Background: an optimization exercise with open tools, aiming at small area. Do not read the settings as production practice.
The RTL was checked by simulation tests, not by an equivalence proof against the original design.
Power figures rest on the tool's default switching activity, not on a simulated workload.

==> run K <==
==> flow/design.v <==
module armreduced(
	input clk,
	input reset,
	output[31:0] pc,
	input[31:0] inst,
	input nIRQ,
	output [3:0] be,
	output[31:0] memaddr,
	output memwrite,
	output memread,
	output[31:0] writedata,
	input[31:0] readdata);
	assign be = 4'b1111;
	reg [31:0] r15;             
	reg [31:0] r14;             
	reg [32*14-1:0] rf;         
	reg [31:0] A, B;            
	reg [31:0] ALUout;          
	reg [31:0] B_MEM;           
	reg [31:0] WBdata;          
	reg z, c, setbubble;
	reg [9:0] st1, st2;         
	reg [3:0] st3;              
	reg [2:0] st4;              
	assign pc = r15;
	assign memaddr = ALUout;
	assign writedata = B_MEM;
	wire [31:0] ins = setbubble ? 32'd0 : inst;
	wire [11:0] F = ins[31:20];
	wire [1:0] cF = (F == 12'd0) ? 2'b00 : (&F[11:9]) ? 2'b11 : (F[8] ? 2'b10 : 2'b01);
	function pass_of(input [1:0] cc, input zz);
		pass_of = (cc[1] & cc[0]) | (cc[0] & zz) | (cc[1] & ~zz);
	endfunction
	wire p1 = pass_of(st1[9:8], z);
	wire s1_br = p1 & st1[7];
	wire s1_ls = p1 & ~st1[7] & st1[6];
	wire IRwrite = ~s1_br;
	wire PCsave = s1_br & st1[4];
	wire regbdst = s1_ls & ~st1[0];
	reg [31:0] imm;
	always @(*) begin
		if (s1_br)
			imm = {{6{ins[23]}}, ins[23:0], 2'b00};
		else if (s1_ls)
			imm = {20'd0, ins[11:0]};
		else
			imm = {{24{ins[7]}}, ins[7:0]};
	end
	wire [3:0] ra = ins[19:16];
	wire [3:0] rb = regbdst ? ins[15:12] : ins[3:0];
	function [31:0] rd(input [3:0] idx, input [32*14-1:0] f, input [31:0] x14, input [31:0] x15);
		integer k;
		begin
			rd = 32'd0;
			for (k = 0; k < 14; k = k + 1)
				rd = rd | ({32{idx == k}} & f[32*k +: 32]);
			rd = rd | ({32{idx == 4'd14}} & x14) | ({32{idx == 4'd15}} & x15);
		end
	endfunction
	wire [31:0] readA = rd(ra, rf, r14, r15);
	wire [31:0] readB = rd(rb, rf, r14, r15);
	wire p2 = pass_of(st2[9:8], z);
	wire [3:0] op = st2[4:1];
	wire isB = st2[7];
	wire isLS = ~st2[7] & st2[6];
	wire isDP = ~st2[7] & ~st2[6];
	wire isMOV = isDP & (op == 4'd13);
	wire useImm = isB | (isLS & ~st2[5]) | (isDP & st2[5]);
	wire [31:0] shifted = B << ins[11:7];
	wire [31:0] opA = isB ? r15 : isMOV ? 32'd0 : A;
	wire [31:0] opB = useImm ? imm : shifted;
	reg lg, sub, usec;       
	reg [1:0] lop;           
	always @(*) begin
		lg = 1'b0; sub = 1'b1; usec = 1'b0; lop = 2'd0;
		if (isB) begin
			sub = 1'b0;
		end else if (isLS) begin
			sub = ~st2[3];
		end else begin
			case (op)
			4'd0: begin lg = 1'b1; lop = 2'd0; end
			4'd1: begin lg = 1'b1; lop = 2'd1; end
			4'd12: begin lg = 1'b1; lop = 2'd2; end
			4'd4, 4'd13: sub = 1'b0;
			4'd5: begin sub = 1'b0; usec = 1'b1; end
			4'd6: begin sub = 1'b1; usec = 1'b1; end
			default: sub = 1'b1;
			endcase
		end
	end
	wire [31:0] bx = sub ? ~opB : opB;
	wire cin = usec ? c : sub;
	wire [32:0] sum = {1'b0, opA} + {1'b0, bx} + {32'd0, cin};
	wire [31:0] lres = (lop == 2'd0) ? (opA & opB) : (lop == 2'd1) ? (opA ^ opB) : (opA | opB);
	wire [31:0] res = lg ? lres : sum[31:0];
	wire [31:0] ALUresult = p2 ? res : {29'd0, r15[2], 2'b00};
	wire nzcv = p2 & isDP & ((op == 4'd10) | st2[0]);
	wire cnew = lg ? c : (sum[32] ^ sub);
	wire p3 = pass_of(st3[3:2], z);
	assign memwrite = p3 & (st3[1:0] == 2'b01);
	assign memread = p3 & (st3[1:0] == 2'b10);
	wire p4 = pass_of(st4[2:1], z);
	wire regwrite = p4 & st4[0];
	wire [3:0] rdst = ins[15:12];
	wire [31:0] wd = WBdata;    
	wire [1:0] tnext = isB ? 2'b00 : isLS ? (st2[0] ? 2'b10 : 2'b01) : ((op == 4'd10) ? 2'b00 : 2'b11);
	always @(posedge clk or posedge reset) begin
		if (reset) begin
			r15 <= 32'd0;
			B <= 32'd0;
			WBdata <= 32'd0;
			z <= 1'b0;
			c <= 1'b0;
			setbubble <= 1'b0;
			st1 <= 10'd0;
			st2 <= 10'd0;
			st3 <= 4'd0;
			st4 <= 3'd0;
		end else begin
			r15 <= setbubble ? ALUresult : r15 + 32'd4;
			B <= readB;
			WBdata <= (st3[1:0] == 2'b10) ? readdata : ALUout;
			if (nzcv) begin
				z <= (res == 32'd0);
				c <= cnew;
			end
			setbubble <= ~IRwrite;
			st1 <= {cF, F[7:0]};
			st2 <= st1;
			st3 <= {st2[9:8], tnext};
			st4 <= {st3[3:2], st3[1]};
		end
	end
	always @(posedge clk) begin
		A <= readA;
		ALUout <= ALUresult;
		B_MEM <= B;
		if (reset | PCsave)
			r14 <= r15;
	end
	genvar g;
	generate
		for (g = 0; g < 14; g = g + 1) begin : regs
			always @(posedge clk)
				if (reset | (regwrite & (rdst == g)))
					rf[32*g +: 32] <= wd;
		end
	endgenerate
endmodule
==> flow/run.sh <==
#!/bin/bash
# synth_recipe.tcl (not shown) runs the flow's synth.tcl, then flattens the netlist and writes it again
# the make line also repeats each setting of config.mk as NAME=value (left out here)
make -C /OpenROAD-flow-scripts/flow DESIGN_CONFIG=/design/flow/config.mk WORK_HOME=/design/flow/orfs CLKGATE_MAP_FILE= SYNTH_SCRIPT=/design/flow/synth_recipe.tcl finish
==> flow/config.mk <==
export PLATFORM = sky130hd
export DESIGN_NAME = armreduced
export DESIGN_NICKNAME = armreduced
export VERILOG_FILES = /design/flow/design.v
export SDC_FILE = /design/flow/constraint.sdc
export NUM_CORES = 4
export LEC_CHECK = 0
export CAP_MARGIN = 20
export CORE_MARGIN = 2
export CORE_UTILIZATION = 45
export SLEW_MARGIN = 20
==> flow/constraint.sdc <==
create_clock -name core_clock -period 10.0 [get_ports {clk}]
set_input_delay 2.0000 -clock core_clock [delete_from_list [all_inputs] [get_ports {clk}]]
set_output_delay 2.0000 -clock core_clock [all_outputs]
set_load 0.01 [all_outputs]
==> inputs of run D, as changes to run K <==
==> flow/flow/run.sh (new file) <==
#!/bin/bash
# Standard layout (standard.sh, unchanged synthesis) with smaller port
# buffers and a clock tree without dummy loads.
export BUFFER_PORTS_ARGS="-buffer_cell sky130_fd_sc_hd__buf_1"
export CTS_ARGS="-sink_clustering_enable -repair_clock_nets -dont_use_dummy_load"
bash standard.sh > standard.log 2>&1
==> flow/standard.sh (new file) <==
#!/bin/bash
# synth_recipe.tcl (not shown) runs the flow's synth.tcl, then flattens the netlist and writes it again
# the make line also repeats each setting of config.mk as NAME=value (left out here)
make -C /OpenROAD-flow-scripts/flow DESIGN_CONFIG=/design/flow/config.mk WORK_HOME=/design/flow/orfs CLKGATE_MAP_FILE= SYNTH_SCRIPT=/design/flow/synth_recipe.tcl "${@:-finish}"
- CORE_UTILIZATION: 45 -> 65
removed: flow/run.sh
==> flow_results.org <==
** Power and ir drop
- For this design the total switching power over the nets is roughly 4.4 mW.
- Clock Power Share :: 20.4%
- Power in sequential cells :: 5.02 mW
- Power attributed to the clock group is between 2 and 2.5 mW.

** Drt
- Via count :: 28243
- Final routed wire length divided by cell count :: 36.4 um

** Cells and area
- Counting the fill cells in the layout gives ~3500.
- Number of signal-net buffers in the layout :: 245
- Final design utilization :: 72.5%

** Timing
- Setup skew after layout :: 66.3 ps

** Global route
- Grt met2 use :: 69.3%
- All-layer global routing usage :: between 40% and 50%

** Placement
- In this run the cell area measured after placement is about 0.035 mm^2.

** Worst setup path
- Crit-path slowest cell :: nor2b_1

** Run status
- The run finished with no timing, DRC or antenna violations.

** Clock network
- Clock insertion delay at the later pin of the skew report :: 630 ps
- Counting the buffers created by CTS gives 71.
[end of results for run D]
==> flow_results.org <==
** Run status
- Run status :: timing/DRC/antenna clean

** Drt
- Via count :: 27890

** Cells and area
- Count of filler cells inserted in the layout :: 6368
- Number of signal-net buffers in the layout :: 249
- Final design utilization :: 53.3%

** Timing
- Setup skew after layout :: 24.9 ps

** Clock network
- TritonCTS buffer count :: 77

** Placement
- Summing all placed instances gives a cell area of 0.0369 mm^2.

** Power and ir drop
- Clk power :: 3.03 mW
[end of results for run K]

## static timing again, ports no longer ideal
Ports are ideal in the flow. The routed layouts listed here were re-timed in OpenROAD. Step 1 (the two cells are an assumption about what drives the block):
set clk [get_ports {clk}]
set_driving_cell -lib_cell sky130_fd_sc_hd__clkbuf_16 $clk
set_driving_cell -lib_cell sky130_fd_sc_hd__buf_2 [delete_from_list [all_inputs] $clk]
Step 2 also shifts input and output timing later by t, the mid clock arrival at the registers, as if the neighbouring blocks saw the same clock. Three values: ideal, step 1, step 2; two values: the first two.
run | t, ns | slack for setup (ns) | hold WS [ns]
run K | 0.700 | 2.064 / 2.106 / 1.406 | 0.346 / 0.346 / 0.346
run D | 0.663 | 2.556 / 2.597 / 1.934 | 0.351 / 0.351 / 0.351
After both steps every run listed still meets setup and hold. The setup slack of run K, which loses most, moves by +0.042 ns with the drivers and by -0.658 ns with both steps.
